Source: an optimization exercise on an open RTL-to-GDS flow (aim: small area, a short achievable clock period and few clock cycles per item). Production flows keep margins and buffers that such runs may drop. RTL that was checked went through simulation tests only; none was proved equivalent to the original. Function not checked in run 2: the RTL went through the layout flow alone. Power figures rest on the tool's default switching activity, not on a simulated workload.

==> flow/design.v (outline; a module is shown in full before it is edited, if it fits) <==
// module gain_core_s1: 553 lines
// module gain_recode: 29 lines
// module gain_core_s2: 119 lines
// module gain_core: 12 lines
// module axis_gain_wrapper: 145 lines
module axis_gain_wrapper #(
    parameter integer C_S_AXI_DATA_WIDTH = 32,
    parameter integer C_S_AXI_ADDR_WIDTH = 4,
    parameter integer AUDIO_WIDTH        = 16,
    parameter integer GAIN_FBITS         = 12
)(
    input  wire aclk,
    input  wire aresetn,
    input  wire [31:0] s_axis_tdata,
    input  wire        s_axis_tlast,
    input  wire        s_axis_tvalid,
    output wire        s_axis_tready,
    output wire [31:0] m_axis_tdata,
    output wire        m_axis_tlast,
    output wire        m_axis_tvalid,
    input  wire        m_axis_tready,
    input  wire [C_S_AXI_ADDR_WIDTH-1:0] s_axi_awaddr,
    input  wire                          s_axi_awvalid,
    output wire                          s_axi_awready,
    input  wire [C_S_AXI_DATA_WIDTH-1:0] s_axi_wdata,
    input  wire [3:0]                    s_axi_wstrb,
    input  wire                          s_axi_wvalid,
    output wire                          s_axi_wready,
    output wire [1:0]                    s_axi_bresp,
    output reg                           s_axi_bvalid,
    input  wire                          s_axi_bready,
    input  wire [C_S_AXI_ADDR_WIDTH-1:0] s_axi_araddr,
    input  wire                          s_axi_arvalid,
    output wire                          s_axi_arready,
    output reg  [C_S_AXI_DATA_WIDTH-1:0] s_axi_rdata,
    output wire [1:0]                    s_axi_rresp,
    output reg                           s_axi_rvalid,
    input  wire                          s_axi_rready
);
  // ...
==> flow/flow/run.sh <==
#!/bin/bash
# Standard layout with these changes:
#  - the port buffers use the smallest buffer cell;
#  - m_axis_tready and s_axis_tready sit next to each other (flow/io.tcl);
#  - after the standard synthesis, flow/flip_fa.py removes inverters around
#    full adders and xor gates (a full adder is self-dual, so some adders
#    take the complements of their inputs instead; an xor2 absorbs an
#    inverted input or output by becoming an xnor2); registers are not
#    touched. The gate that drives s_axis_tready (and s_axi_arready) is
#    copied for the loads inside, so the port does not share their fanout.
# Each step's output goes to its own log file in this folder.
set -euo pipefail
export BUFFER_PORTS_ARGS="-buffer_cell sky130_fd_sc_hd__buf_1"
export IO_CONSTRAINTS="$PWD/flow/io.tcl"
RES=orfs/results/sky130hd/axis_gain_wrapper/base
bash standard.sh synth > synth_flow.log 2>&1
cp "$RES/1_2_yosys.v" synth_netlist_standard.v
python3 flow/flip_fa.py synth_netlist_standard.v "$RES/1_2_yosys.v" > flip_fa.log 2>&1
touch "$RES/1_2_yosys.v"
bash standard.sh > layout_flow.log 2>&1
==> flow/flow/flip_fa.py <==
#!/usr/bin/env python3
"""Post-synthesis clean-up of inverters around full adders and xor gates.

A full adder is self-dual: FA(~a, ~b, ~c) = (~sum, ~cout). An xor2 takes an
inverted input, or gives an inverted output, by becoming an xnor2 (and back).
Synthesis often leaves inverters between such cells. This script chooses a
set of full adders and xors to "flip" (a flipped adder takes the complements
of its inputs and its outputs carry the complements of the original values;
a flipped xor gives the complement of its original output) so that fewer
signals need an inverted copy, then rebuilds the inverters: one inverter per
signal that some input needs inverted. Registers and all other cells are left
as they are; the logic function of every register input and output port is
unchanged.

usage: flip_fa.py IN.v OUT.v
"""
import re, sys, collections

OUTP = {'X', 'Y', 'Q', 'Q_N', 'SUM', 'COUT', 'HI', 'LO'}

def is_inv(t):
    return re.match(r'sky130_fd_sc_hd__(inv|clkinv)_\d+$', t) is not None

def is_fa(t):
    return re.match(r'sky130_fd_sc_hd__fa_\d+$', t) is not None

XOR_SWAP = {}
for k in (1, 2, 4):
    XOR_SWAP[f'sky130_fd_sc_hd__xor2_{k}'] = f'sky130_fd_sc_hd__xnor2_{k}'
    XOR_SWAP[f'sky130_fd_sc_hd__xnor2_{k}'] = f'sky130_fd_sc_hd__xor2_{k}'

def is_xor(t):
    return t in XOR_SWAP

def norm(n):
    return n.strip()

def emit_net(n):
    return n + ' ' if n.startswith('\\') else n

def main():
    src, dst = sys.argv[1], sys.argv[2]
    text = open(src).read()
    cell_re = re.compile(r'^  (sky130_fd_sc_hd__\w+) (\S+)\s+\((.*?)\n  \);\n', re.S | re.M)
    cells = []
    first = None; last = None
    for m in cell_re.finditer(text):
        if first is None: first = m.start()
        last = m.end()
        pins = [(p, norm(n)) for p, n in re.findall(r'\.(\w+)\(([^()]*)\)', m.group(3))]
        cells.append([m.group(1), m.group(2), pins])
    head, tail = text[:first], text[last:]
    assert tail.strip().startswith('endmodule'), 'unexpected netlist layout'
    assert 'assign' not in head and 'assign' not in tail, 'assign statements not handled'
    # port bits
    ports = set()
    for kind, rng, names in re.findall(r'^\s*(input|output|inout)\s*(\[[^\]]*\])?\s*([^;]*);', head, re.M):
        for nm in names.split(','):
            nm = nm.strip()
            if rng:
                hi, lo = [int(x) for x in rng[1:-1].split(':')]
                for b in range(min(hi, lo), max(hi, lo) + 1):
                    ports.add(f'{nm}[{b}]')
            ports.add(nm)
    drv = {}
    for i, (t, nm, pins) in enumerate(cells):
        for p, n in pins:
            if p in OUTP:
                drv[n] = (i, p)
    removable = [is_inv(t) and dict(pins)['Y'] not in ports for t, nm, pins in cells]
    fa = [is_fa(t) for t, nm, pins in cells]
    xo = [is_xor(t) for t, nm, pins in cells]
    flex = [a or b for a, b in zip(fa, xo)]

    def root(n):
        par = 0
        while n in drv and removable[drv[n][0]]:
            n = dict(cells[drv[n][0]][2])['A']
            par ^= 1
        return n, par

    # consumer pins: (cell, pin index, root, parity)
    cons = collections.defaultdict(list)
    for i, (t, nm, pins) in enumerate(cells):
        if removable[i]: continue
        for k, (p, n) in enumerate(pins):
            if p in OUTP: continue
            r, q = root(n)
            cons[r].append((i, k, q))

    def rdrv(r):
        if r in drv and flex[drv[r][0]]:
            return drv[r][0]
        return None

    flip = [0] * len(cells)

    def need(r):
        d = rdrv(r)
        fd = flip[d] if d is not None else 0
        return any(q ^ fd ^ (flip[i] if fa[i] else 0) for i, k, q in cons[r] if not xo[i])

    touch = collections.defaultdict(set)
    for r, lst in cons.items():
        for i, k, q in lst:
            touch[i].add(r)
        d = rdrv(r)
        if d is not None:
            touch[d].add(r)
    before = sum(need(r) for r in cons)
    # greedy single flips, then a few rounds of random perturbation kept
    # only when they lower the count (deterministic seed)
    def descend(order):
        improved = True
        while improved:
            improved = False
            for i in order:
                rs = touch[i]
                b = sum(need(r) for r in rs)
                flip[i] ^= 1
                a = sum(need(r) for r in rs)
                if a < b:
                    improved = True
                else:
                    flip[i] ^= 1
    import random
    rng = random.Random(1)
    idx = [i for i in range(len(cells)) if flex[i]]
    descend(idx)
    best = sum(need(r) for r in cons)
    best_flip = list(flip)
    for it in range(600):
        for i in rng.sample(idx, max(1, len(idx) // 10)):
            flip[i] ^= 1
        order = list(idx)
        rng.shuffle(order)
        descend(order)
        cur = sum(need(r) for r in cons)
        if cur < best:
            best, best_flip = cur, list(flip)
        else:
            flip[:] = best_flip
    after = sum(need(r) for r in cons)

    # the outputs of flipped adders now carry complemented values: rename them
    ren = {}
    for i in range(len(cells)):
        if flip[i] and flex[i]:
            for k, (p, n) in enumerate(cells[i][2]):
                if p in OUTP:
                    assert n not in ports
                    ren[n] = f'_ff{len(ren)}_'
                    cells[i][2][k] = (p, ren[n])
    # rebuild
    invnet = {}
    newcells = []
    wires = []
    for r in sorted(cons):
        if need(r):
            n = f'_fi{len(invnet)}_'
            invnet[r] = n
            wires.append(f'  wire {n};\n')
            newcells.append(f'  sky130_fd_sc_hd__inv_1 _fic{len(newcells)}_ (\n    .A({emit_net(ren.get(r, r))}),\n    .Y({n})\n  );\n')
    xpar = [0] * len(cells)
    for r, lst in cons.items():
        d = rdrv(r)
        fd = flip[d] if d is not None else 0
        for i, k, q in lst:
            p, n = cells[i][2][k]
            if xo[i]:
                # an xor takes the signal as it is; its type absorbs the parity
                xpar[i] ^= q ^ fd
                cells[i][2][k] = (p, ren.get(r, r))
                continue
            par = q ^ fd ^ (flip[i] if fa[i] else 0)
            cells[i][2][k] = (p, invnet[r] if par else ren.get(r, r))
    nswap = 0
    for i in range(len(cells)):
        if xo[i] and (xpar[i] ^ flip[i]):
            new_t = XOR_SWAP[cells[i][0]]
            opin = 'Y' if 'xnor' in new_t else 'X'
            cells[i][0] = new_t
            cells[i][2] = [(opin if p in ('X', 'Y') else p, n) for p, n in cells[i][2]]
            nswap += 1

    # drop declarations of wires no cell uses any more (the removed inverters' outputs)
    used = set()
    for i, (t, nm, pins) in enumerate(cells):
        if removable[i]: continue
        for p, n in pins:
            used.add(n)
            used.add(re.sub(r'\[\d+\]$', '', n))
    def keep(line):
        m = re.match(r'^  wire (\S+) ?;$', line)
        if not m: return True
        return m.group(1) in used or m.group(1) in ports
    head = '\n'.join(l for l in head.split('\n') if keep(l))
    # an output port driven by a single-input/simple gate that also feeds
    # logic inside: give the inside loads their own copy of the gate, so the
    # port's path does not carry the inside fanout
    ndup = 0
    for i, (t, nm, pins) in enumerate(cells):
        if removable[i] or cells[i][0] in XOR_SWAP or fa[i]: continue
        if not re.match(r'sky130_fd_sc_hd__(inv|clkinv|nand2|nor2|or2|and2|buf|clkbuf)_\d+$', t): continue
        outs = [(k, n) for k, (p, n) in enumerate(pins) if p in OUTP]
        if len(outs) != 1: continue
        k, n = outs[0]
        if n not in ports: continue
        inside = [(j, kk) for j, (tt, nn, pp) in enumerate(cells) if not removable[j]
                  for kk, (p2, n2) in enumerate(pp) if p2 not in OUTP and n2 == n]
        if not inside: continue
        nn = f'_fd{ndup}_'
        ndup += 1
        wires.append(f'  wire {nn};\n')
        newpins = [(p, nn if kk == k else x) for kk, (p, x) in enumerate(pins)]
        body = ',\n'.join(f'    .{p}({emit_net(x)})' for p, x in newpins)
        newcells.append(f'  {t} _fdc{ndup}_ (\n{body}\n  );\n')
        for j, kk in inside:
            p2, n2 = cells[j][2][kk]
            cells[j][2][kk] = (p2, nn)
    sys.stderr.write(f'flip_fa: {ndup} output port drivers duplicated for inside loads\n')
    out = [head.rstrip('\n') + '\n']
    out.extend(wires)
    out.extend(f'  wire {n};\n' for n in ren.values())
    for i, (t, nm, pins) in enumerate(cells):
        if removable[i]: continue
        body = ',\n'.join(f'    .{p}({emit_net(n)})' for p, n in pins)
        out.append(f'  {t} {emit_net(nm)} (\n{body}\n  );\n')
    out.extend(newcells)
    out.append(tail)
    open(dst, 'w').write(''.join(out))
    nrem = sum(removable)
    sys.stderr.write(f'flip_fa: removed {nrem} inverters, added {len(newcells)}; '
                     f'flipped {sum(f for f, a in zip(flip, fa) if a)} of {sum(fa)} full adders and {sum(f for f, x in zip(flip, xo) if x)} of {sum(xo)} xors, {nswap} xor/xnor swaps '
                     f'(inverted signals {before} -> {after})\n')

main()
==> flow/flow/io.tcl <==
# Keep the two ready pins of the stream side by side: s_axis_tready is a
# combinational function of m_axis_tready (the only input-to-output path).
set_io_pin_constraint -group -order -pin_names {m_axis_tready s_axis_tready}
==> flow/standard.sh <==
#!/bin/bash
# synth_recipe.tcl (not shown) runs the flow's synth.tcl, then flattens the netlist and writes it again
# the make line also repeats each setting of config.mk as NAME=value (left out here)
make -C /OpenROAD-flow-scripts/flow DESIGN_CONFIG=/design/flow/config.mk WORK_HOME=/design/flow/orfs CLKGATE_MAP_FILE= SYNTH_SCRIPT=/design/flow/synth_recipe.tcl "${@:-finish}"
==> flow/config.mk <==
export PLATFORM = sky130hd
export DESIGN_NAME = axis_gain_wrapper
export DESIGN_NICKNAME = axis_gain_wrapper
export VERILOG_FILES = /design/flow/design.v
export SDC_FILE = /design/flow/constraint.sdc
export NUM_CORES = 4
export LEC_CHECK = 0
export ABC_AREA = 1
export CAP_MARGIN = 20
export CORE_MARGIN = 2
export CORE_UTILIZATION = 40
export CTS_BUF_LIST = sky130_fd_sc_hd__clkbuf_4 sky130_fd_sc_hd__clkbuf_8
export SETUP_SLACK_MARGIN = 4.35
export SLEW_MARGIN = 20
==> flow/constraint.sdc <==
create_clock -name core_clock -period 8.0 [get_ports {aclk}]
set_input_delay 1.6000 -clock core_clock [delete_from_list [all_inputs] [get_ports {aclk}]]
set_output_delay 1.6000 -clock core_clock [all_outputs]
set_load 0.01 [all_outputs]
==> results.ini, run 1 <==
[setup_path]
path_depth = 9
path_class = flop to flop
cp_cell_sequence = clkinvlp_4 > o22ai_2 > xor2_1 > fa_1 > fa_1 > fa_1 > fa_1 > ha_1 > a21o_1
cp-start-kind = flop
critPathTopFamily = adder cells
cp-end-kind = flop
timing.rr.end = cir[1]
crit_path_max_fanout = 4

[place]
pre_cts_slack_ns = 4.04
gp_congestion = 0.857
place_inst = 2718

[pwr]
intPower_mw = 4.88
ir_drop_mv = 0.137
pg_seq_mw = 2.64
switching_share = 0.397
p_comb_mw = 4.15
power.net_switching_mw = 3.21
clkPwrFrac = 0.160

[outcome]
status = finished clean

[timing]
fin_crit_ns = 3.66
holdWs_ns = 0.422
final_max_slew_viol_count = 0
fin_crit_sh = 0.457
setup_viol = 0

[cells_and_area]
nets = 2507
multi_input_area_share = 0.474
post-route-util = 0.455
top_area_cell_class = multi-input combinational cells
instances_no_fill = 2866
comb.multi_input.count = 1335
seq_cell_count = 302

[routing]
dr.pass1.iters = 5
vias = 15005
maxUsedRoutingLayer = met4

[grt]
grt_pass1_vias = 15416

[floorplan]
n_tap_cell = 696
start_util = 0.404
die_area_um2 = 56300

[clock_tree]
clk_latency_ns = 0.63
cts_resized = 24
h-tree-depth = 2

[synthesis]
synth_area_um2 = 21800
synth_cells = 1964

Testbench counts, summed over its fixed seeds: cycles 16,480, samples 16,384.
==> module gain_core_s1, before the edit <==
module gain_core_s1 (
    input  wire [15:0] d,
    input  wire [23:0] bg,      
    output wire [19:0] ra,
    output wire [19:0] rb,
    output wire [2:0]  cin      
);
    wire neg0 = bg[2];
    wire two0 = bg[1];
    wire one0 = bg[0];
    wire neg1 = bg[5];
    wire two1 = bg[4];
    wire one1 = bg[3];
    wire neg2 = bg[8];
    wire two2 = bg[7];
    wire one2 = bg[6];
    wire neg3 = bg[11];
    wire two3 = bg[10];
    wire one3 = bg[9];
    wire neg4 = bg[14];
    wire two4 = bg[13];
    wire one4 = bg[12];
    wire neg5 = bg[17];
    wire two5 = bg[16];
    wire one5 = bg[15];
    wire neg6 = bg[20];
    wire two6 = bg[19];
    wire one6 = bg[18];
    wire neg7 = bg[23];
    wire two7 = bg[22];
    wire one7 = bg[21];
    wire [16:0] dx = {d[15], d};
    wire pp0_0 = (one0 & dx[0]) ^ neg0;
    wire pp0_1 = ((one0 & dx[1]) | (two0 & dx[0])) ^ neg0;
    wire pp0_2 = ((one0 & dx[2]) | (two0 & dx[1])) ^ neg0;
    wire pp0_3 = ((one0 & dx[3]) | (two0 & dx[2])) ^ neg0;
    wire pp0_4 = ((one0 & dx[4]) | (two0 & dx[3])) ^ neg0;
    wire pp0_5 = ((one0 & dx[5]) | (two0 & dx[4])) ^ neg0;
    wire pp0_6 = ((one0 & dx[6]) | (two0 & dx[5])) ^ neg0;
    wire pp0_7 = ((one0 & dx[7]) | (two0 & dx[6])) ^ neg0;
    wire pp0_8 = ((one0 & dx[8]) | (two0 & dx[7])) ^ neg0;
    wire pp0_9 = ((one0 & dx[9]) | (two0 & dx[8])) ^ neg0;
    wire pp0_10 = ((one0 & dx[10]) | (two0 & dx[9])) ^ neg0;
    wire pp0_11 = ((one0 & dx[11]) | (two0 & dx[10])) ^ neg0;
    wire pp0_12 = ((one0 & dx[12]) | (two0 & dx[11])) ^ neg0;
    wire pp0_13 = ((one0 & dx[13]) | (two0 & dx[12])) ^ neg0;
    wire pp0_14 = ((one0 & dx[14]) | (two0 & dx[13])) ^ neg0;
    wire pp0_15 = ((one0 & dx[15]) | (two0 & dx[14])) ^ neg0;
    wire pp0_16 = ~(((one0 & dx[16]) | (two0 & dx[15])) ^ neg0);
    wire pp1_0 = (one1 & dx[0]) ^ neg1;
    wire pp1_1 = ((one1 & dx[1]) | (two1 & dx[0])) ^ neg1;
    wire pp1_2 = ((one1 & dx[2]) | (two1 & dx[1])) ^ neg1;
    wire pp1_3 = ((one1 & dx[3]) | (two1 & dx[2])) ^ neg1;
    wire pp1_4 = ((one1 & dx[4]) | (two1 & dx[3])) ^ neg1;
    wire pp1_5 = ((one1 & dx[5]) | (two1 & dx[4])) ^ neg1;
    wire pp1_6 = ((one1 & dx[6]) | (two1 & dx[5])) ^ neg1;
    wire pp1_7 = ((one1 & dx[7]) | (two1 & dx[6])) ^ neg1;
    wire pp1_8 = ((one1 & dx[8]) | (two1 & dx[7])) ^ neg1;
    wire pp1_9 = ((one1 & dx[9]) | (two1 & dx[8])) ^ neg1;
    wire pp1_10 = ((one1 & dx[10]) | (two1 & dx[9])) ^ neg1;
    wire pp1_11 = ((one1 & dx[11]) | (two1 & dx[10])) ^ neg1;
    wire pp1_12 = ((one1 & dx[12]) | (two1 & dx[11])) ^ neg1;
    wire pp1_13 = ((one1 & dx[13]) | (two1 & dx[12])) ^ neg1;
    wire pp1_14 = ((one1 & dx[14]) | (two1 & dx[13])) ^ neg1;
    wire pp1_15 = ((one1 & dx[15]) | (two1 & dx[14])) ^ neg1;
    wire pp1_16 = ~(((one1 & dx[16]) | (two1 & dx[15])) ^ neg1);
    wire pp2_0 = (one2 & dx[0]) ^ neg2;
    wire pp2_1 = ((one2 & dx[1]) | (two2 & dx[0])) ^ neg2;
    wire pp2_2 = ((one2 & dx[2]) | (two2 & dx[1])) ^ neg2;
    wire pp2_3 = ((one2 & dx[3]) | (two2 & dx[2])) ^ neg2;
    wire pp2_4 = ((one2 & dx[4]) | (two2 & dx[3])) ^ neg2;
    wire pp2_5 = ((one2 & dx[5]) | (two2 & dx[4])) ^ neg2;
    wire pp2_6 = ((one2 & dx[6]) | (two2 & dx[5])) ^ neg2;
    wire pp2_7 = ((one2 & dx[7]) | (two2 & dx[6])) ^ neg2;
    wire pp2_8 = ((one2 & dx[8]) | (two2 & dx[7])) ^ neg2;
    wire pp2_9 = ((one2 & dx[9]) | (two2 & dx[8])) ^ neg2;
    wire pp2_10 = ((one2 & dx[10]) | (two2 & dx[9])) ^ neg2;
    wire pp2_11 = ((one2 & dx[11]) | (two2 & dx[10])) ^ neg2;
    wire pp2_12 = ((one2 & dx[12]) | (two2 & dx[11])) ^ neg2;
    wire pp2_13 = ((one2 & dx[13]) | (two2 & dx[12])) ^ neg2;
    wire pp2_14 = ((one2 & dx[14]) | (two2 & dx[13])) ^ neg2;
    wire pp2_15 = ((one2 & dx[15]) | (two2 & dx[14])) ^ neg2;
    wire pp2_16 = ~(((one2 & dx[16]) | (two2 & dx[15])) ^ neg2);
    wire pp3_0 = (one3 & dx[0]) ^ neg3;
    wire pp3_1 = ((one3 & dx[1]) | (two3 & dx[0])) ^ neg3;
    wire pp3_2 = ((one3 & dx[2]) | (two3 & dx[1])) ^ neg3;
    wire pp3_3 = ((one3 & dx[3]) | (two3 & dx[2])) ^ neg3;
    wire pp3_4 = ((one3 & dx[4]) | (two3 & dx[3])) ^ neg3;
    wire pp3_5 = ((one3 & dx[5]) | (two3 & dx[4])) ^ neg3;
    wire pp3_6 = ((one3 & dx[6]) | (two3 & dx[5])) ^ neg3;
    wire pp3_7 = ((one3 & dx[7]) | (two3 & dx[6])) ^ neg3;
    wire pp3_8 = ((one3 & dx[8]) | (two3 & dx[7])) ^ neg3;
    wire pp3_9 = ((one3 & dx[9]) | (two3 & dx[8])) ^ neg3;
    wire pp3_10 = ((one3 & dx[10]) | (two3 & dx[9])) ^ neg3;
    wire pp3_11 = ((one3 & dx[11]) | (two3 & dx[10])) ^ neg3;
    wire pp3_12 = ((one3 & dx[12]) | (two3 & dx[11])) ^ neg3;
    wire pp3_13 = ((one3 & dx[13]) | (two3 & dx[12])) ^ neg3;
    wire pp3_14 = ((one3 & dx[14]) | (two3 & dx[13])) ^ neg3;
    wire pp3_15 = ((one3 & dx[15]) | (two3 & dx[14])) ^ neg3;
    wire pp3_16 = ~(((one3 & dx[16]) | (two3 & dx[15])) ^ neg3);
    wire pp4_0 = (one4 & dx[0]) ^ neg4;
    wire pp4_1 = ((one4 & dx[1]) | (two4 & dx[0])) ^ neg4;
    wire pp4_2 = ((one4 & dx[2]) | (two4 & dx[1])) ^ neg4;
    wire pp4_3 = ((one4 & dx[3]) | (two4 & dx[2])) ^ neg4;
    wire pp4_4 = ((one4 & dx[4]) | (two4 & dx[3])) ^ neg4;
    wire pp4_5 = ((one4 & dx[5]) | (two4 & dx[4])) ^ neg4;
    wire pp4_6 = ((one4 & dx[6]) | (two4 & dx[5])) ^ neg4;
    wire pp4_7 = ((one4 & dx[7]) | (two4 & dx[6])) ^ neg4;
    wire pp4_8 = ((one4 & dx[8]) | (two4 & dx[7])) ^ neg4;
    wire pp4_9 = ((one4 & dx[9]) | (two4 & dx[8])) ^ neg4;
    wire pp4_10 = ((one4 & dx[10]) | (two4 & dx[9])) ^ neg4;
    wire pp4_11 = ((one4 & dx[11]) | (two4 & dx[10])) ^ neg4;
    wire pp4_12 = ((one4 & dx[12]) | (two4 & dx[11])) ^ neg4;
    wire pp4_13 = ((one4 & dx[13]) | (two4 & dx[12])) ^ neg4;
    wire pp4_14 = ((one4 & dx[14]) | (two4 & dx[13])) ^ neg4;
    wire pp4_15 = ((one4 & dx[15]) | (two4 & dx[14])) ^ neg4;
    wire pp4_16 = ~(((one4 & dx[16]) | (two4 & dx[15])) ^ neg4);
    wire pp5_0 = (one5 & dx[0]) ^ neg5;
    wire pp5_1 = ((one5 & dx[1]) | (two5 & dx[0])) ^ neg5;
    wire pp5_2 = ((one5 & dx[2]) | (two5 & dx[1])) ^ neg5;
    wire pp5_3 = ((one5 & dx[3]) | (two5 & dx[2])) ^ neg5;
    wire pp5_4 = ((one5 & dx[4]) | (two5 & dx[3])) ^ neg5;
    wire pp5_5 = ((one5 & dx[5]) | (two5 & dx[4])) ^ neg5;
    wire pp5_6 = ((one5 & dx[6]) | (two5 & dx[5])) ^ neg5;
    wire pp5_7 = ((one5 & dx[7]) | (two5 & dx[6])) ^ neg5;
    wire pp5_8 = ((one5 & dx[8]) | (two5 & dx[7])) ^ neg5;
    wire pp5_9 = ((one5 & dx[9]) | (two5 & dx[8])) ^ neg5;
    wire pp5_10 = ((one5 & dx[10]) | (two5 & dx[9])) ^ neg5;
    wire pp5_11 = ((one5 & dx[11]) | (two5 & dx[10])) ^ neg5;
    wire pp5_12 = ((one5 & dx[12]) | (two5 & dx[11])) ^ neg5;
    wire pp5_13 = ((one5 & dx[13]) | (two5 & dx[12])) ^ neg5;
    wire pp5_14 = ((one5 & dx[14]) | (two5 & dx[13])) ^ neg5;
    wire pp5_15 = ((one5 & dx[15]) | (two5 & dx[14])) ^ neg5;
    wire pp5_16 = ~(((one5 & dx[16]) | (two5 & dx[15])) ^ neg5);
    wire pp6_0 = (one6 & dx[0]) ^ neg6;
    wire pp6_1 = ((one6 & dx[1]) | (two6 & dx[0])) ^ neg6;
    wire pp6_2 = ((one6 & dx[2]) | (two6 & dx[1])) ^ neg6;
    wire pp6_3 = ((one6 & dx[3]) | (two6 & dx[2])) ^ neg6;
    wire pp6_4 = ((one6 & dx[4]) | (two6 & dx[3])) ^ neg6;
    wire pp6_5 = ((one6 & dx[5]) | (two6 & dx[4])) ^ neg6;
    wire pp6_6 = ((one6 & dx[6]) | (two6 & dx[5])) ^ neg6;
    wire pp6_7 = ((one6 & dx[7]) | (two6 & dx[6])) ^ neg6;
    wire pp6_8 = ((one6 & dx[8]) | (two6 & dx[7])) ^ neg6;
    wire pp6_9 = ((one6 & dx[9]) | (two6 & dx[8])) ^ neg6;
    wire pp6_10 = ((one6 & dx[10]) | (two6 & dx[9])) ^ neg6;
    wire pp6_11 = ((one6 & dx[11]) | (two6 & dx[10])) ^ neg6;
    wire pp6_12 = ((one6 & dx[12]) | (two6 & dx[11])) ^ neg6;
    wire pp6_13 = ((one6 & dx[13]) | (two6 & dx[12])) ^ neg6;
    wire pp6_14 = ((one6 & dx[14]) | (two6 & dx[13])) ^ neg6;
    wire pp6_15 = ((one6 & dx[15]) | (two6 & dx[14])) ^ neg6;
    wire pp6_16 = ~(((one6 & dx[16]) | (two6 & dx[15])) ^ neg6);
    wire pp7_0 = (one7 & dx[0]) ^ neg7;
    wire pp7_1 = ((one7 & dx[1]) | (two7 & dx[0])) ^ neg7;
    wire pp7_2 = ((one7 & dx[2]) | (two7 & dx[1])) ^ neg7;
    wire pp7_3 = ((one7 & dx[3]) | (two7 & dx[2])) ^ neg7;
    wire pp7_4 = ((one7 & dx[4]) | (two7 & dx[3])) ^ neg7;
    wire pp7_5 = ((one7 & dx[5]) | (two7 & dx[4])) ^ neg7;
    wire pp7_6 = ((one7 & dx[6]) | (two7 & dx[5])) ^ neg7;
    wire pp7_7 = ((one7 & dx[7]) | (two7 & dx[6])) ^ neg7;
    wire pp7_8 = ((one7 & dx[8]) | (two7 & dx[7])) ^ neg7;
    wire pp7_9 = ((one7 & dx[9]) | (two7 & dx[8])) ^ neg7;
    wire pp7_10 = ((one7 & dx[10]) | (two7 & dx[9])) ^ neg7;
    wire pp7_11 = ((one7 & dx[11]) | (two7 & dx[10])) ^ neg7;
    wire pp7_12 = ((one7 & dx[12]) | (two7 & dx[11])) ^ neg7;
    wire pp7_13 = ((one7 & dx[13]) | (two7 & dx[12])) ^ neg7;
    wire pp7_14 = ((one7 & dx[14]) | (two7 & dx[13])) ^ neg7;
    wire pp7_15 = ((one7 & dx[15]) | (two7 & dx[14])) ^ neg7;
    wire pp7_16 = ~(((one7 & dx[16]) | (two7 & dx[15])) ^ neg7);
    wire s1, c2;
    assign s1 = pp0_10 ^ pp1_8;
    assign c2 = pp0_10 & pp1_8;
    wire s3, c4;
    assign s3 = pp0_11 ^ pp1_9 ^ pp2_7;
    assign c4 = (pp0_11 & pp1_9) | (pp2_7 & (pp0_11 ^ pp1_9));
    wire s5, c6;
    assign s5 = pp0_12 ^ pp1_10 ^ pp2_8;
    assign c6 = (pp0_12 & pp1_10) | (pp2_8 & (pp0_12 ^ pp1_10));
    wire s7, c8;
    assign s7 = pp3_6 ^ pp4_4;
    assign c8 = pp3_6 & pp4_4;
    wire s9, c10;
    assign s9 = pp0_13 ^ pp1_11 ^ pp2_9;
    assign c10 = (pp0_13 & pp1_11) | (pp2_9 & (pp0_13 ^ pp1_11));
    wire s11, c12;
    assign s11 = pp3_7 ^ pp4_5;
    assign c12 = pp3_7 & pp4_5;
    wire s13, c14;
    assign s13 = pp0_14 ^ pp1_12 ^ pp2_10;
    assign c14 = (pp0_14 & pp1_12) | (pp2_10 & (pp0_14 ^ pp1_12));
    wire s15, c16;
    assign s15 = pp3_8 ^ pp4_6 ^ pp5_4;
    assign c16 = (pp3_8 & pp4_6) | (pp5_4 & (pp3_8 ^ pp4_6));
    wire s17, c18;
    assign s17 = pp6_2 ^ pp7_0;
    assign c18 = pp6_2 & pp7_0;
    wire s19, c20;
    assign s19 = pp0_15 ^ pp1_13 ^ pp2_11;
    assign c20 = (pp0_15 & pp1_13) | (pp2_11 & (pp0_15 ^ pp1_13));
    wire s21, c22;
    assign s21 = pp3_9 ^ pp4_7 ^ pp5_5;
    assign c22 = (pp3_9 & pp4_7) | (pp5_5 & (pp3_9 ^ pp4_7));
    wire s23, c24;
    assign s23 = pp6_3 ^ pp7_1;
    assign c24 = pp6_3 & pp7_1;
    wire s25, c26;
    assign s25 = pp0_16 ^ pp1_14 ^ pp2_12;
    assign c26 = (pp0_16 & pp1_14) | (pp2_12 & (pp0_16 ^ pp1_14));
    wire s27, c28;
    assign s27 = pp3_10 ^ pp4_8 ^ pp5_6;
    assign c28 = (pp3_10 & pp4_8) | (pp5_6 & (pp3_10 ^ pp4_8));
    wire s29, c30;
    assign s29 = pp6_4 ^ pp7_2 ^ 1'b1;
    assign c30 = (pp6_4 & pp7_2) | (1'b1 & (pp6_4 ^ pp7_2));
    wire s31, c32;
    assign s31 = pp1_15 ^ pp2_13 ^ pp3_11;
    assign c32 = (pp1_15 & pp2_13) | (pp3_11 & (pp1_15 ^ pp2_13));
    wire s33, c34;
    assign s33 = pp4_9 ^ pp5_7 ^ pp6_5;
    assign c34 = (pp4_9 & pp5_7) | (pp6_5 & (pp4_9 ^ pp5_7));
    wire s35, c36;
    assign s35 = pp7_3 ^ 1'b1;
    assign c36 = pp7_3 & 1'b1;
    wire s37, c38;
    assign s37 = pp1_16 ^ pp2_14 ^ pp3_12;
    assign c38 = (pp1_16 & pp2_14) | (pp3_12 & (pp1_16 ^ pp2_14));
    wire s39, c40;
    assign s39 = pp4_10 ^ pp5_8 ^ pp6_6;
    assign c40 = (pp4_10 & pp5_8) | (pp6_6 & (pp4_10 ^ pp5_8));
    wire s41, c42;
    assign s41 = pp2_15 ^ pp3_13 ^ pp4_11;
    assign c42 = (pp2_15 & pp3_13) | (pp4_11 & (pp2_15 ^ pp3_13));
    wire s43, c44;
    assign s43 = pp5_9 ^ pp6_7;
    assign c44 = pp5_9 & pp6_7;
    wire s45, c46;
    assign s45 = pp2_16 ^ pp3_14 ^ pp4_12;
    assign c46 = (pp2_16 & pp3_14) | (pp4_12 & (pp2_16 ^ pp3_14));
    wire s47, c48;
    assign s47 = pp3_15 ^ pp4_13;
    assign c48 = pp3_15 & pp4_13;
    wire s49, c50;
    assign s49 = pp0_6 ^ pp1_4;
    assign c50 = pp0_6 & pp1_4;
    wire s51, c52;
    assign s51 = pp0_7 ^ pp1_5;
    assign c52 = pp0_7 & pp1_5;
    wire s53, c54;
    assign s53 = pp0_8 ^ pp1_6 ^ pp2_4;
    assign c54 = (pp0_8 & pp1_6) | (pp2_4 & (pp0_8 ^ pp1_6));
    wire s55, c56;
    assign s55 = pp3_2 ^ pp4_0;
    assign c56 = pp3_2 & pp4_0;
    wire s57, c58;
    assign s57 = pp0_9 ^ pp1_7 ^ pp2_5;
    assign c58 = (pp0_9 & pp1_7) | (pp2_5 & (pp0_9 ^ pp1_7));
    wire s59, c60;
    assign s59 = pp3_3 ^ pp4_1;
    assign c60 = pp3_3 & pp4_1;
    wire s61, c62;
    assign s61 = s1 ^ pp2_6 ^ pp3_4;
    assign c62 = (s1 & pp2_6) | (pp3_4 & (s1 ^ pp2_6));
    wire s63, c64;
    assign s63 = pp4_2 ^ pp5_0 ^ neg5;
    assign c64 = (pp4_2 & pp5_0) | (neg5 & (pp4_2 ^ pp5_0));
    wire s65, c66;
    assign s65 = c2 ^ s3 ^ pp3_5;
    assign c66 = (c2 & s3) | (pp3_5 & (c2 ^ s3));
    wire s67, c68;
    assign s67 = pp4_3 ^ pp5_1 ^ 1'b1;
    assign c68 = (pp4_3 & pp5_1) | (1'b1 & (pp4_3 ^ pp5_1));
    wire s69, c70;
    assign s69 = c4 ^ s5 ^ s7;
    assign c70 = (c4 & s5) | (s7 & (c4 ^ s5));
    wire s71, c72;
    assign s71 = pp5_2 ^ pp6_0 ^ neg6;
    assign c72 = (pp5_2 & pp6_0) | (neg6 & (pp5_2 ^ pp6_0));
    wire s73, c74;
    assign s73 = c6 ^ c8 ^ s9;
    assign c74 = (c6 & c8) | (s9 & (c6 ^ c8));
    wire s75, c76;
    assign s75 = s11 ^ pp5_3 ^ pp6_1;
    assign c76 = (s11 & pp5_3) | (pp6_1 & (s11 ^ pp5_3));
    wire s77, c78;
    assign s77 = c10 ^ c12 ^ s13;
    assign c78 = (c10 & c12) | (s13 & (c10 ^ c12));
    wire s79, c80;
    assign s79 = s15 ^ s17 ^ neg7;
    assign c80 = (s15 & s17) | (neg7 & (s15 ^ s17));
    wire s81, c82;
    assign s81 = c14 ^ c16 ^ c18;
    assign c82 = (c14 & c16) | (c18 & (c14 ^ c16));
    wire s83, c84;
    assign s83 = s19 ^ s21 ^ s23;
    assign c84 = (s19 & s21) | (s23 & (s19 ^ s21));
    wire s85, c86;
    assign s85 = c20 ^ c22 ^ c24;
    assign c86 = (c20 & c22) | (c24 & (c20 ^ c22));
    wire s87, c88;
    assign s87 = s25 ^ s27 ^ s29;
    assign c88 = (s25 & s27) | (s29 & (s25 ^ s27));
    wire s89, c90;
    assign s89 = c26 ^ c28 ^ c30;
    assign c90 = (c26 & c28) | (c30 & (c26 ^ c28));
    wire s91, c92;
    assign s91 = s31 ^ s33 ^ s35;
    assign c92 = (s31 & s33) | (s35 & (s31 ^ s33));
    wire s93, c94;
    assign s93 = c32 ^ c34 ^ c36;
    assign c94 = (c32 & c34) | (c36 & (c32 ^ c34));
    wire s95, c96;
    assign s95 = s37 ^ s39 ^ pp7_4;
    assign c96 = (s37 & s39) | (pp7_4 & (s37 ^ s39));
    wire s97, c98;
    assign s97 = c38 ^ c40 ^ s41;
    assign c98 = (c38 & c40) | (s41 & (c38 ^ c40));
    wire s99, c100;
    assign s99 = s43 ^ pp7_5 ^ 1'b1;
    assign c100 = (s43 & pp7_5) | (1'b1 & (s43 ^ pp7_5));
    wire s101, c102;
    assign s101 = c42 ^ c44 ^ s45;
    assign c102 = (c42 & c44) | (s45 & (c42 ^ c44));
    wire s103, c104;
    assign s103 = pp5_10 ^ pp6_8 ^ pp7_6;
    assign c104 = (pp5_10 & pp6_8) | (pp7_6 & (pp5_10 ^ pp6_8));
    wire s105, c106;
    assign s105 = c46 ^ s47 ^ pp5_11;
    assign c106 = (c46 & s47) | (pp5_11 & (c46 ^ s47));
    wire s107, c108;
    assign s107 = pp6_9 ^ pp7_7 ^ 1'b1;
    assign c108 = (pp6_9 & pp7_7) | (1'b1 & (pp6_9 ^ pp7_7));
    wire s109, c110;
    assign s109 = c48 ^ pp3_16 ^ pp4_14;
    assign c110 = (c48 & pp3_16) | (pp4_14 & (c48 ^ pp3_16));
    wire s111, c112;
    assign s111 = pp5_12 ^ pp6_10 ^ pp7_8;
    assign c112 = (pp5_12 & pp6_10) | (pp7_8 & (pp5_12 ^ pp6_10));
    wire s113, c114;
    assign s113 = pp4_15 ^ pp5_13 ^ pp6_11;
    assign c114 = (pp4_15 & pp5_13) | (pp6_11 & (pp4_15 ^ pp5_13));
    wire s115, c116;
    assign s115 = pp7_9 ^ 1'b1;
    assign c116 = pp7_9 & 1'b1;
    wire s117, c118;
    assign s117 = pp4_16 ^ pp5_14 ^ pp6_12;
    assign c118 = (pp4_16 & pp5_14) | (pp6_12 & (pp4_16 ^ pp5_14));
    wire s119, c120;
    assign s119 = pp5_15 ^ pp6_13;
    assign c120 = pp5_15 & pp6_13;
    wire s121, c122;
    assign s121 = pp0_4 ^ pp1_2;
    assign c122 = pp0_4 & pp1_2;
    wire s123, c124;
    assign s123 = pp0_5 ^ pp1_3;
    assign c124 = pp0_5 & pp1_3;
    wire s125, c126;
    assign s125 = s49 ^ pp2_2 ^ pp3_0;
    assign c126 = (s49 & pp2_2) | (pp3_0 & (s49 ^ pp2_2));
    wire s127, c128;
    assign s127 = c50 ^ s51 ^ pp2_3;
    assign c128 = (c50 & s51) | (pp2_3 & (c50 ^ s51));
    wire s129, c130;
    assign s129 = c52 ^ s53 ^ s55;
    assign c130 = (c52 & s53) | (s55 & (c52 ^ s53));
    wire s131, c132;
    assign s131 = c54 ^ c56 ^ s57;
    assign c132 = (c54 & c56) | (s57 & (c54 ^ c56));
    wire s133, c134;
    assign s133 = c58 ^ c60 ^ s61;
    assign c134 = (c58 & c60) | (s61 & (c58 ^ c60));
    wire s135, c136;
    assign s135 = c62 ^ c64 ^ s65;
    assign c136 = (c62 & c64) | (s65 & (c62 ^ c64));
    wire s137, c138;
    assign s137 = c66 ^ c68 ^ s69;
    assign c138 = (c66 & c68) | (s69 & (c66 ^ c68));
    wire s139, c140;
    assign s139 = c70 ^ c72 ^ s73;
    assign c140 = (c70 & c72) | (s73 & (c70 ^ c72));
    wire s141, c142;
    assign s141 = c74 ^ c76 ^ s77;
    assign c142 = (c74 & c76) | (s77 & (c74 ^ c76));
    wire s143, c144;
    assign s143 = c78 ^ c80 ^ s81;
    assign c144 = (c78 & c80) | (s81 & (c78 ^ c80));
    wire s145, c146;
    assign s145 = c82 ^ c84 ^ s85;
    assign c146 = (c82 & c84) | (s85 & (c82 ^ c84));
    wire s147, c148;
    assign s147 = c86 ^ c88 ^ s89;
    assign c148 = (c86 & c88) | (s89 & (c86 ^ c88));
    wire s149, c150;
    assign s149 = c90 ^ c92 ^ s93;
    assign c150 = (c90 & c92) | (s93 & (c90 ^ c92));
    wire s151, c152;
    assign s151 = c94 ^ c96 ^ s97;
    assign c152 = (c94 & c96) | (s97 & (c94 ^ c96));
    wire s153, c154;
    assign s153 = c98 ^ c100 ^ s101;
    assign c154 = (c98 & c100) | (s101 & (c98 ^ c100));
    wire s155, c156;
    assign s155 = c102 ^ c104 ^ s105;
    assign c156 = (c102 & c104) | (s105 & (c102 ^ c104));
    wire s157, c158;
    assign s157 = c106 ^ c108 ^ s109;
    assign c158 = (c106 & c108) | (s109 & (c106 ^ c108));
    wire s159, c160;
    assign s159 = c110 ^ c112 ^ s113;
    assign c160 = (c110 & c112) | (s113 & (c110 ^ c112));
    wire s161, c162;
    assign s161 = c114 ^ c116 ^ s117;
    assign c162 = (c114 & c116) | (s117 & (c114 ^ c116));
    wire s163, c164;
    assign s163 = c118 ^ s119 ^ pp7_11;
    assign c164 = (c118 & s119) | (pp7_11 & (c118 ^ s119));
    wire s165, c166;
    assign s165 = c120 ^ pp5_16 ^ pp6_14;
    assign c166 = (c120 & pp5_16) | (pp6_14 & (c120 ^ pp5_16));
    wire s167, c168;
    assign s167 = pp6_15 ^ pp7_13;
    assign c168 = pp6_15 & pp7_13;
    wire s169, c170;
    assign s169 = pp0_2 ^ pp1_0;
    assign c170 = pp0_2 & pp1_0;
    wire s171, c172;
    assign s171 = pp0_3 ^ pp1_1;
    assign c172 = pp0_3 & pp1_1;
    wire s173, c174;
    assign s173 = s121 ^ pp2_0 ^ neg2;
    assign c174 = (s121 & pp2_0) | (neg2 & (s121 ^ pp2_0));
    wire s175, c176;
    assign s175 = c122 ^ s123 ^ pp2_1;
    assign c176 = (c122 & s123) | (pp2_1 & (c122 ^ s123));
    wire s177, c178;
    assign s177 = c124 ^ s125 ^ neg3;
    assign c178 = (c124 & s125) | (neg3 & (c124 ^ s125));
    wire s179, c180;
    assign s179 = c126 ^ s127 ^ pp3_1;
    assign c180 = (c126 & s127) | (pp3_1 & (c126 ^ s127));
    wire s181, c182;
    assign s181 = c128 ^ s129 ^ neg4;
    assign c182 = (c128 & s129) | (neg4 & (c128 ^ s129));
    wire s183, c184;
    assign s183 = c130 ^ s131 ^ s59;
    assign c184 = (c130 & s131) | (s59 & (c130 ^ s131));
    wire s185, c186;
    assign s185 = c132 ^ s133 ^ s63;
    assign c186 = (c132 & s133) | (s63 & (c132 ^ s133));
    wire s187, c188;
    assign s187 = c134 ^ s135 ^ s67;
    assign c188 = (c134 & s135) | (s67 & (c134 ^ s135));
    wire s189, c190;
    assign s189 = c136 ^ s137 ^ s71;
    assign c190 = (c136 & s137) | (s71 & (c136 ^ s137));
    wire s191, c192;
    assign s191 = c138 ^ s139 ^ s75;
    assign c192 = (c138 & s139) | (s75 & (c138 ^ s139));
    wire s193, c194;
    assign s193 = c140 ^ s141 ^ s79;
    assign c194 = (c140 & s141) | (s79 & (c140 ^ s141));
    wire s195, c196;
    assign s195 = c142 ^ s143 ^ s83;
    assign c196 = (c142 & s143) | (s83 & (c142 ^ s143));
    wire s197, c198;
    assign s197 = c144 ^ s145 ^ s87;
    assign c198 = (c144 & s145) | (s87 & (c144 ^ s145));
    wire s199, c200;
    assign s199 = c146 ^ s147 ^ s91;
    assign c200 = (c146 & s147) | (s91 & (c146 ^ s147));
    wire s201, c202;
    assign s201 = c148 ^ s149 ^ s95;
    assign c202 = (c148 & s149) | (s95 & (c148 ^ s149));
    wire s203, c204;
    assign s203 = c150 ^ s151 ^ s99;
    assign c204 = (c150 & s151) | (s99 & (c150 ^ s151));
    wire s205, c206;
    assign s205 = c152 ^ s153 ^ s103;
    assign c206 = (c152 & s153) | (s103 & (c152 ^ s153));
    wire s207, c208;
    assign s207 = c154 ^ s155 ^ s107;
    assign c208 = (c154 & s155) | (s107 & (c154 ^ s155));
    wire s209, c210;
    assign s209 = c156 ^ s157 ^ s111;
    assign c210 = (c156 & s157) | (s111 & (c156 ^ s157));
    wire s211, c212;
    assign s211 = c158 ^ s159 ^ s115;
    assign c212 = (c158 & s159) | (s115 & (c158 ^ s159));
    wire s213, c214;
    assign s213 = c160 ^ s161 ^ pp7_10;
    assign c214 = (c160 & s161) | (pp7_10 & (c160 ^ s161));
    wire s215, c216;
    assign s215 = c162 ^ s163 ^ 1'b1;
    assign c216 = (c162 & s163) | (1'b1 & (c162 ^ s163));
    wire s217, c218;
    assign s217 = c164 ^ s165 ^ pp7_12;
    assign c218 = (c164 & s165) | (pp7_12 & (c164 ^ s165));
    wire s219, c220;
    assign s219 = c166 ^ s167 ^ 1'b1;
    assign c220 = (c166 & s167) | (1'b1 & (c166 ^ s167));
    wire s221, c222;
    assign s221 = c168 ^ pp6_16 ^ pp7_14;
    assign c222 = (c168 & pp6_16) | (pp7_14 & (c168 ^ pp6_16));
    wire s223, c224;
    assign s223 = pp7_15 ^ 1'b1;
    assign c224 = pp7_15 & 1'b1;
    wire [11:0] la = {c186, c184, c182, c180, c178, c176, c174, c172, c170, s169, pp0_1, pp0_0};
    wire [11:0] lb = {s187, s185, s183, s181, s179, s177, s175, s173, s171, neg1, 1'b0, neg0};
    wire lgi0 = la[0] & lb[0];
    wire lpi0 = la[0] ^ lb[0];
    wire lgi1 = la[1] & lb[1];
    wire lpi1 = la[1] ^ lb[1];
    wire lgi2 = la[2] & lb[2];
    wire lpi2 = la[2] ^ lb[2];
    wire lgi3 = la[3] & lb[3];
    wire lpi3 = la[3] ^ lb[3];
    wire lgi4 = la[4] & lb[4];
    wire lpi4 = la[4] ^ lb[4];
    wire lgi5 = la[5] & lb[5];
    wire lpi5 = la[5] ^ lb[5];
    wire lgi6 = la[6] & lb[6];
    wire lpi6 = la[6] ^ lb[6];
    wire lgi7 = la[7] & lb[7];
    wire lpi7 = la[7] ^ lb[7];
    wire lgi8 = la[8] & lb[8];
    wire lpi8 = la[8] ^ lb[8];
    wire lgi9 = la[9] & lb[9];
    wire lpi9 = la[9] ^ lb[9];
    wire qgu0_1 = lgi1 | (lpi1 & lgi0);
    wire qgu0_3 = lgi3 | (lpi3 & lgi2);
    wire qpu0_3 = lpi3 & lpi2;
    wire qgu0_5 = lgi5 | (lpi5 & lgi4);
    wire qpu0_5 = lpi5 & lpi4;
    wire qgu0_7 = lgi7 | (lpi7 & lgi6);
    wire qpu0_7 = lpi7 & lpi6;
    wire qgu0_9 = lgi9 | (lpi9 & lgi8);
    wire qpu0_9 = lpi9 & lpi8;
    wire qgu1_3 = qgu0_3 | (qpu0_3 & qgu0_1);
    wire qgu1_7 = qgu0_7 | (qpu0_7 & qgu0_5);
    wire qpu1_7 = qpu0_7 & qpu0_5;
    wire qgu2_7 = qgu1_7 | (qpu1_7 & qgu1_3);
    wire qgd6_5 = qgu0_5 | (qpu0_5 & qgu1_3);
    wire qgd6_9 = qgu0_9 | (qpu0_9 & qgu2_7);
    wire qgd7_2 = lgi2 | (lpi2 & qgu0_1);
    wire qgd7_4 = lgi4 | (lpi4 & qgu1_3);
    wire qgd7_6 = lgi6 | (lpi6 & qgd6_5);
    wire qgd7_8 = lgi8 | (lpi8 & qgu2_7);
    assign cin[0] = qgd6_9;
    wire [1:0] lg = la[11:10] & lb[11:10];
    wire [1:0] lp = la[11:10] ^ lb[11:10];
    assign cin[1] = lg[1] | (lp[1] & lg[0]);
    assign cin[2] = &lp;
    assign ra = {1'b1, c224, c222, c220, c218, c216, c214, c212, c210, c208, c206, c204, c202, c200, c198, c196, c194, c192, c190, c188};
    assign rb = {1'b0, pp7_16, s223, s221, s219, s217, s215, s213, s211, s209, s207, s205, s203, s201, s199, s197, s195, s193, s191, s189};
endmodule
==> module gain_core_s2, before the edit <==
module gain_core_s2 (
    input  wire [19:0] ra,
    input  wire [19:0] rb,
    input  wire [2:0]  cin,
    output wire [15:0] data_o
);
    wire c = cin[1] | (cin[2] & cin[0]);
    wire g0 = ra[0] & rb[0];
    wire p0 = ra[0] ^ rb[0];
    wire g1 = ra[1] & rb[1];
    wire p1 = ra[1] ^ rb[1];
    wire g2 = ra[2] & rb[2];
    wire p2 = ra[2] ^ rb[2];
    wire g3 = ra[3] & rb[3];
    wire p3 = ra[3] ^ rb[3];
    wire g4 = ra[4] & rb[4];
    wire p4 = ra[4] ^ rb[4];
    wire g5 = ra[5] & rb[5];
    wire p5 = ra[5] ^ rb[5];
    wire g6 = ra[6] & rb[6];
    wire p6 = ra[6] ^ rb[6];
    wire g7 = ra[7] & rb[7];
    wire p7 = ra[7] ^ rb[7];
    wire g8 = ra[8] & rb[8];
    wire p8 = ra[8] ^ rb[8];
    wire g9 = ra[9] & rb[9];
    wire p9 = ra[9] ^ rb[9];
    wire g10 = ra[10] & rb[10];
    wire p10 = ra[10] ^ rb[10];
    wire g11 = ra[11] & rb[11];
    wire p11 = ra[11] ^ rb[11];
    wire g12 = ra[12] & rb[12];
    wire p12 = ra[12] ^ rb[12];
    wire g13 = ra[13] & rb[13];
    wire p13 = ra[13] ^ rb[13];
    wire g14 = ra[14] & rb[14];
    wire p14 = ra[14] ^ rb[14];
    wire g15 = ra[15] & rb[15];
    wire p15 = ra[15] ^ rb[15];
    wire g16 = ra[16] & rb[16];
    wire p16 = ra[16] ^ rb[16];
    wire g17 = ra[17] & rb[17];
    wire p17 = ra[17] ^ rb[17];
    wire g18 = ra[18] & rb[18];
    wire p18 = ra[18] ^ rb[18];
    wire g19 = ra[19] & rb[19];
    wire p19 = ra[19] ^ rb[19];
    wire kgu0_1 = g0 | (p0 & c);
    wire kgu0_3 = g2 | (p2 & g1);
    wire kpu0_3 = p2 & p1;
    wire kgu0_5 = g4 | (p4 & g3);
    wire kpu0_5 = p4 & p3;
    wire kgu0_7 = g6 | (p6 & g5);
    wire kpu0_7 = p6 & p5;
    wire kgu0_9 = g8 | (p8 & g7);
    wire kpu0_9 = p8 & p7;
    wire kgu0_11 = g10 | (p10 & g9);
    wire kpu0_11 = p10 & p9;
    wire kgu0_13 = g12 | (p12 & g11);
    wire kpu0_13 = p12 & p11;
    wire kgu0_15 = g14 | (p14 & g13);
    wire kpu0_15 = p14 & p13;
    wire kgu0_17 = g16 | (p16 & g15);
    wire kpu0_17 = p16 & p15;
    wire kgu0_19 = g18 | (p18 & g17);
    wire kpu0_19 = p18 & p17;
    wire kgu1_3 = kgu0_3 | (kpu0_3 & kgu0_1);
    wire kgu1_7 = kgu0_7 | (kpu0_7 & kgu0_5);
    wire kpu1_7 = kpu0_7 & kpu0_5;
    wire kgu1_11 = kgu0_11 | (kpu0_11 & kgu0_9);
    wire kpu1_11 = kpu0_11 & kpu0_9;
    wire kgu1_15 = kgu0_15 | (kpu0_15 & kgu0_13);
    wire kpu1_15 = kpu0_15 & kpu0_13;
    wire kgu1_19 = kgu0_19 | (kpu0_19 & kgu0_17);
    wire kpu1_19 = kpu0_19 & kpu0_17;
    wire kgu2_7 = kgu1_7 | (kpu1_7 & kgu1_3);
    wire kgu2_15 = kgu1_15 | (kpu1_15 & kgu1_11);
    wire kpu2_15 = kpu1_15 & kpu1_11;
    wire kgu3_15 = kgu2_15 | (kpu2_15 & kgu2_7);
    wire kgd7_11 = kgu1_11 | (kpu1_11 & kgu2_7);
    wire kgd7_19 = kgu1_19 | (kpu1_19 & kgu3_15);
    wire kgd8_5 = kgu0_5 | (kpu0_5 & kgu1_3);
    wire kgd8_9 = kgu0_9 | (kpu0_9 & kgu2_7);
    wire kgd8_13 = kgu0_13 | (kpu0_13 & kgd7_11);
    wire kgd8_17 = kgu0_17 | (kpu0_17 & kgu3_15);
    wire kgd9_2 = g1 | (p1 & kgu0_1);
    wire kgd9_4 = g3 | (p3 & kgu1_3);
    wire kgd9_6 = g5 | (p5 & kgd8_5);
    wire kgd9_8 = g7 | (p7 & kgu2_7);
    wire kgd9_10 = g9 | (p9 & kgd8_9);
    wire kgd9_12 = g11 | (p11 & kgd7_11);
    wire kgd9_14 = g13 | (p13 & kgd8_13);
    wire kgd9_16 = g15 | (p15 & kgu3_15);
    wire kgd9_18 = g17 | (p17 & kgd8_17);
    wire kgd9_20 = g19 | (p19 & kgd7_19);
    wire [19:0] r;
    assign r[0] = p0 ^ c;
    assign r[1] = p1 ^ kgu0_1;
    assign r[2] = p2 ^ kgd9_2;
    assign r[3] = p3 ^ kgu1_3;
    assign r[4] = p4 ^ kgd9_4;
    assign r[5] = p5 ^ kgd8_5;
    assign r[6] = p6 ^ kgd9_6;
    assign r[7] = p7 ^ kgu2_7;
    assign r[8] = p8 ^ kgd9_8;
    assign r[9] = p9 ^ kgd8_9;
    assign r[10] = p10 ^ kgd9_10;
    assign r[11] = p11 ^ kgd7_11;
    assign r[12] = p12 ^ kgd9_12;
    assign r[13] = p13 ^ kgd8_13;
    assign r[14] = p14 ^ kgd9_14;
    assign r[15] = p15 ^ kgu3_15;
    assign r[16] = p16 ^ kgd9_16;
    assign r[17] = p17 ^ kgd8_17;
    assign r[18] = p18 ^ kgd9_18;
    assign r[19] = p19 ^ kgd7_19;
    wire ovf = ~(&r[19:15] | ~|r[19:15]);
    assign data_o = ovf ? {r[19], {15{~r[19]}}} : r[15:0];
endmodule
==> module gain_core, before the edit <==
module gain_core (
    input  wire [15:0] data_i,
    input  wire [15:0] gain_i,
    output wire [15:0] data_o
);
    wire [19:0] ra, rb;
    wire [2:0] cin;
    wire [23:0] bg;
    gain_recode  u_rc (.g(gain_i), .bg(bg));
    gain_core_s1 u_s1 (.d(data_i), .bg(bg), .ra(ra), .rb(rb), .cin(cin));
    gain_core_s2 u_s2 (.ra(ra), .rb(rb), .cin(cin), .data_o(data_o));
endmodule
==> module axis_gain_wrapper, before the edit <==
module axis_gain_wrapper #(
    parameter integer C_S_AXI_DATA_WIDTH = 32,
    parameter integer C_S_AXI_ADDR_WIDTH = 4,
    parameter integer AUDIO_WIDTH        = 16,
    parameter integer GAIN_FBITS         = 12
)(
    input  wire aclk,
    input  wire aresetn,
    input  wire [31:0] s_axis_tdata,
    input  wire        s_axis_tlast,
    input  wire        s_axis_tvalid,
    output wire        s_axis_tready,
    output wire [31:0] m_axis_tdata,
    output wire        m_axis_tlast,
    output wire        m_axis_tvalid,
    input  wire        m_axis_tready,
    input  wire [C_S_AXI_ADDR_WIDTH-1:0] s_axi_awaddr,
    input  wire                          s_axi_awvalid,
    output wire                          s_axi_awready,
    input  wire [C_S_AXI_DATA_WIDTH-1:0] s_axi_wdata,
    input  wire [3:0]                    s_axi_wstrb,
    input  wire                          s_axi_wvalid,
    output wire                          s_axi_wready,
    output wire [1:0]                    s_axi_bresp,
    output reg                           s_axi_bvalid,
    input  wire                          s_axi_bready,
    input  wire [C_S_AXI_ADDR_WIDTH-1:0] s_axi_araddr,
    input  wire                          s_axi_arvalid,
    output wire                          s_axi_arready,
    output reg  [C_S_AXI_DATA_WIDTH-1:0] s_axi_rdata,
    output wire [1:0]                    s_axi_rresp,
    output reg                           s_axi_rvalid,
    input  wire                          s_axi_rready
);
    reg [31:0] reg_control;
    reg [31:0] reg_gain_l;
    reg [31:0] reg_gain_r;
    reg        wack;       
    reg [2:0]  rsel;       
    assign s_axi_awready = wack;
    assign s_axi_wready  = wack;
    assign s_axi_bresp   = 2'b00;
    assign s_axi_rresp   = 2'b00;
    assign s_axi_arready = !s_axi_rvalid;
    wire wgo = s_axi_awvalid && s_axi_wvalid && !wack && !s_axi_bvalid && !s_axi_rvalid;
    wire [1:0] addr_w = s_axi_awaddr[3:2];
    wire [31:0] wd_ctl = s_axi_wdata & {32{aresetn}};
    wire [31:0] wd_gn  = {wd_ctl[31:13], s_axi_wdata[12] | !aresetn, wd_ctl[11:0]};
    wire we_ctl = (wgo && addr_w == 2'd0) || !aresetn;
    wire we_gl  = (wgo && addr_w == 2'd1) || !aresetn;
    wire we_gr  = (wgo && addr_w == 2'd2) || !aresetn;
    always @(posedge aclk) begin
        if (we_ctl) reg_control <= wd_ctl;
        if (we_gl)  reg_gain_l  <= wd_gn;
        if (we_gr)  reg_gain_r  <= wd_gn;
    end
    always @(posedge aclk) begin
        if (!aresetn) begin
            wack         <= 1'b0;
            s_axi_bvalid <= 1'b0;
        end else begin
            wack <= wgo;
            if (wack)
                s_axi_bvalid <= 1'b1;
            else if (s_axi_bready)
                s_axi_bvalid <= 1'b0;
        end
    end
    wire rgo = s_axi_arvalid && !s_axi_rvalid;
    always @(posedge aclk) begin
        if (!aresetn) begin
            s_axi_rvalid <= 1'b0;
        end else begin
            if (rgo)
                s_axi_rvalid <= 1'b1;
            else if (s_axi_rready)
                s_axi_rvalid <= 1'b0;
        end
    end
    always @(posedge aclk) begin
        if (rgo) begin
            rsel[0] <= s_axi_araddr[3:2] == 2'd0;
            rsel[1] <= s_axi_araddr[3:2] == 2'd1;
            rsel[2] <= s_axi_araddr[3:2] == 2'd2;
        end
    end
    always @* begin
        s_axi_rdata = ({32{rsel[0]}} & reg_control) |
                      ({32{rsel[1]}} & reg_gain_l) |
                      ({32{rsel[2]}} & reg_gain_r);
    end
    reg        v0, l0;
    reg [31:0] d0;
    reg [23:0] b0l, b0r;              
    reg        v1, l1;
    reg [19:0] ral, rbl, rar, rbr;    
    reg [2:0]  cil, cir;      
    reg        v2, l2;
    reg [31:0] o2;
    wire ce = m_axis_tready || !v2;
    assign s_axis_tready = ce;
    assign m_axis_tvalid = v2;
    assign m_axis_tlast  = l2;
    assign m_axis_tdata  = o2;
    wire [15:0] gl = reg_control[0] ? reg_gain_l[15:0] : 16'h1000;
    wire [15:0] gr = reg_control[0] ? reg_gain_r[15:0] : 16'h1000;
    wire [23:0] bgl, bgr;
    gain_recode u_rc_l (.g(gl), .bg(bgl));
    gain_recode u_rc_r (.g(gr), .bg(bgr));
    wire [19:0] ral_d, rbl_d, rar_d, rbr_d;
    wire [2:0]  cil_d, cir_d;
    wire [15:0] ol_d, or_d;
    gain_core_s1 u_s1_l (.d(d0[15:0]),  .bg(b0l), .ra(ral_d), .rb(rbl_d), .cin(cil_d));
    gain_core_s1 u_s1_r (.d(d0[31:16]), .bg(b0r), .ra(rar_d), .rb(rbr_d), .cin(cir_d));
    gain_core_s2 u_s2_l (.ra(ral), .rb(rbl), .cin(cil), .data_o(ol_d));
    gain_core_s2 u_s2_r (.ra(rar), .rb(rbr), .cin(cir), .data_o(or_d));
    always @(posedge aclk) begin
        if (ce) begin
            d0  <= s_axis_tdata;
            l0  <= s_axis_tlast;
            b0l <= bgl;
            b0r <= bgr;
            ral <= ral_d;
            rbl <= rbl_d;
            cil <= cil_d;
            rar <= rar_d;
            rbr <= rbr_d;
            cir <= cir_d;
            l1  <= l0;
            o2  <= {or_d, ol_d};
            l2  <= l1;
        end
    end
    always @(posedge aclk) begin
        if (!aresetn) begin
            v0 <= 1'b0;
            v1 <= 1'b0;
            v2 <= 1'b0;
        end else if (ce) begin
            v0 <= s_axis_tvalid;
            v1 <= v0;
            v2 <= v1;
        end
    end
endmodule
==> run 2, diff against run 1 <==
--- a/flow/design.v
+++ b/flow/design.v
@@ -4,7 +4,7 @@
     input  wire [23:0] bg,      
     output wire [19:0] ra,
     output wire [19:0] rb,
-    output wire [2:0]  cin      
+    output wire [4:0]  cin      
 );
     wire neg0 = bg[2];
     wire two0 = bg[1];
@@ -545,10 +545,7 @@
     wire qgd7_6 = lgi6 | (lpi6 & qgd6_5);
     wire qgd7_8 = lgi8 | (lpi8 & qgu2_7);
     assign cin[0] = qgd6_9;
-    wire [1:0] lg = la[11:10] & lb[11:10];
-    wire [1:0] lp = la[11:10] ^ lb[11:10];
-    assign cin[1] = lg[1] | (lp[1] & lg[0]);
-    assign cin[2] = &lp;
+    assign cin[4:1] = {lb[11:10], la[11:10]};
     assign ra = {1'b1, c224, c222, c220, c218, c216, c214, c212, c210, c208, c206, c204, c202, c200, c198, c196, c194, c192, c190, c188};
     assign rb = {1'b0, pp7_16, s223, s221, s219, s217, s215, s213, s211, s209, s207, s205, s203, s201, s199, s197, s195, s193, s191, s189};
 endmodule
@@ -584,10 +581,11 @@
 module gain_core_s2 (
     input  wire [19:0] ra,
     input  wire [19:0] rb,
-    input  wire [2:0]  cin,
+    input  wire [4:0]  cin,
     output wire [15:0] data_o
 );
-    wire c = cin[1] | (cin[2] & cin[0]);
+    wire [2:0] lsum = {1'b0, cin[4:3]} + {1'b0, cin[2:1]} + {2'd0, cin[0]};
+    wire c = lsum[2];
     wire g0 = ra[0] & rb[0];
     wire p0 = ra[0] ^ rb[0];
     wire g1 = ra[1] & rb[1];
@@ -706,7 +704,7 @@
     output wire [15:0] data_o
 );
     wire [19:0] ra, rb;
-    wire [2:0] cin;
+    wire [4:0] cin;
     wire [23:0] bg;
     gain_recode  u_rc (.g(gain_i), .bg(bg));
     gain_core_s1 u_s1 (.d(data_i), .bg(bg), .ra(ra), .rb(rb), .cin(cin));
@@ -809,7 +807,7 @@
     reg [23:0] b0l, b0r;              
     reg        v1, l1;
     reg [19:0] ral, rbl, rar, rbr;    
-    reg [2:0]  cil, cir;      
+    reg [4:0]  cil, cir;      
     reg        v2, l2;
     reg [31:0] o2;
     wire ce = m_axis_tready || !v2;
@@ -823,7 +821,7 @@
     gain_recode u_rc_l (.g(gl), .bg(bgl));
     gain_recode u_rc_r (.g(gr), .bg(bgr));
     wire [19:0] ral_d, rbl_d, rar_d, rbr_d;
-    wire [2:0]  cil_d, cir_d;
+    wire [4:0]  cil_d, cir_d;
     wire [15:0] ol_d, or_d;
     gain_core_s1 u_s1_l (.d(d0[15:0]),  .bg(b0l), .ra(ral_d), .rb(rbl_d), .cin(cil_d));
     gain_core_s1 u_s1_r (.d(d0[31:16]), .bg(b0r), .ra(rar_d), .rb(rbr_d), .cin(cir_d));
==> run 2 against run 1 <==
Against the previous run: first-iteration DRC count fell by 6.2%; core utilization rose by 1.0 points; combinational power rose by 4%; sequential share of layout area fell by 0.45 points; synthesized cell count rose by 0.10%; critical path depth rose by 10; synthesized area rose by 0.85%; hold slack improved by 0.0053 ns; die area rose by 0.83%; cell area rose by 2.6%; setup slack improved by 0.018 ns; via count rose by 1.8%; critical endpoint is now o2[14]; largest cell class unchanged; largest power group unchanged.
==> results.ini, run 2 <==
[outcome]
status = finished clean  ; unchanged

[cells_and_area]
nets = 2527  ; was 2507
mostFrequentLayoutCells = edfxtp_1 (300), nand2_1 (244), o22ai_1 (240)  ; was nand2_1 (297), edfxtp_1 (296), xor2_1 (236)
regArea_um2 = 9130  ; was 9010 µm²
multi_input_area_um2 = 11700  ; was 11600 µm²

[floorplan]
die_area_um2 = 56800  ; was 56300 µm²
io_pins = 162  ; unchanged
rows = 85  ; unchanged
fp.dieW_um = 238  ; was 237 µm
start_util = 0.406  ; was 0.404

[clock_tree]
clockBufferDepth = 3  ; unchanged
cts_root_buffer = clkbuf_8  ; unchanged
h-tree-depth = 2  ; unchanged
clk_latency_ns = 0.65  ; was 0.63 ns

[timing]
slew_headroom = 0.356  ; was 0.180
setup_ws_ns = 4.36  ; was 4.34 ns
fin_crit_sh = 0.455  ; was 0.457
final_max_slew_viol_count = 0  ; unchanged
rsz0062_at_grt = yes  ; unchanged
clock_skew_ns = 0.0299  ; was 0.0236 ns
holdWs_ns = 0.427  ; was 0.422 ns
tns_ns = 0  ; unchanged
hold_violations = 0  ; unchanged
fin_crit_ns = 3.64  ; was 3.66 ns
worst_pin_slew_ns = 0.966  ; was 1.23 ns
setup_viol = 0  ; unchanged

[setup_path]
regToRegStartpoint = cil[3]  ; was b0r[0]
crit_path_max_fanout = 7  ; was 4
cp-end-kind = flop  ; unchanged
cp-start-kind = flop  ; unchanged
timing.rr.end = o2[14]  ; was cir[1]
path_class = flop to flop  ; unchanged

[min_path]
hold_depth = 0  ; unchanged
hp-start = l0  ; was l1
hold_end = l1  ; was l2

[routing]
dr.pass1.iters = 5  ; unchanged
vias = 15275  ; was 15005
drc = 0  ; unchanged
wl_mm = 52.2  ; was 51.5 mm

[place]
gp_congestion = 0.872  ; was 0.857
pre_cts_slack_ns = 4.02  ; was 4.04 ns
dpl_cell_area_um2 = 23000  ; was 22900 µm²

[grt]
grt_pass1_wl_mm = 82.7  ; was 82.9 mm
grt_pass1_vias = 15378  ; was 15416
grt_use_total = 0.181  ; was 0.184

[synthesis]
synth_cells = 1966  ; was 1964
synth_area_um2 = 21900  ; was 21800 µm²
synth.avg_cell_area_um2 = 11.2  ; was 11.1 µm²

[pwr]
ir_drop_mv = 0.148  ; was 0.137 mV

[run 2: where the power goes]
part	internal [mW]	total [mW]	leakage [nW]	switching, mW
Combinational	1.85	4.30	7.29	2.45
Clock	0.850	1.52	0.591	0.670
Sequential	2.46	2.67	3.24	0.211
Total	5.16	8.49	11.1	3.33
[run 2: worst max-delay path, stage by stage (launching register included)]
cell       delay [ns]
edfxtp_1         0.37
ha_1             0.31
a21oi_2          0.18
o21bai_4         0.12
fa_2             0.39
nand2_2          0.09
nand2_2          0.05
nand2_2          0.08
inv_2            0.05
nand2_4          0.07
nand2_4          0.07
nand2_4          0.09
nand2_4          0.06
nand3_2          0.07
nand2_2          0.05
fa_1             0.48
or3_4            0.41
o21ai_4          0.21
clkbuf_16        0.20
nand2_2          0.05
[run 2: worst max path at each step]
stage | slack [ns] | to | startpoint
4_1_cts | 4.36 | cir[0] | d0[22]
3_5_place_dp | 4.02 | o2[4] | cil[1]
6_report | 4.36 | o2[14] | cil[3]
3_3_place_gp | 4.13 | o2[4] | cil[1]
2_1_floorplan | 2.86 | b0l[0] | m_axis_tready
5_1_grt | 4.15 | cir[0] | b0r[4]
[run 2: final cells by class]
class,instances,area share
well taps,696,0.0346
flip-flops and latches,306,0.363
multi-input cells,1326,0.465
repair buffers,240,0.0551
repair inverters,1,0.000299
clock inverters,27,0.0101
clock buffers,70,0.0348
diodes,1,0.0000995
inverters,225,0.0370
[run 2: through the flow]
stage          instances  power, mW  utilization
6_report            2892       8.49        0.465
3_5_place_dp        2714       6.68        0.426
4_1_cts             2825       8.30        0.450
2_1_floorplan       1969       5.70            -
5_1_grt             2892       9.31        0.465
3_3_place_gp        2714       6.54        0.426
[run 2: timing repair]
item / in CTS / in global routing
hold buffers: 0 / 0
cloned: 0 / 3
resized for setup: 5 / 58
buffers inserted: 14 / 63
endpoints found under the setup margin: 65 / 48
pin swaps: 2 / 27
[run 2: layer usage]
metal / vias up / share of wire / track usage
li1: 7141 / - / -
met1: 7451 / 0.44 / 0.249
met3: 92 / 0.081 / 0.0449
met5: - / 0.00027 / 0
met2: 589 / 0.46 / 0.285
met4: 2 / 0.021 / 0.0530

Check on run 2: ideal ports give 4.361 ns setup slack; a clkbuf_16 on the clock port and buf_2 on the inputs give 4.361 ns; moving port delays by the midpoint clock arrival (0.692 ns) as well gives 4.361 ns.
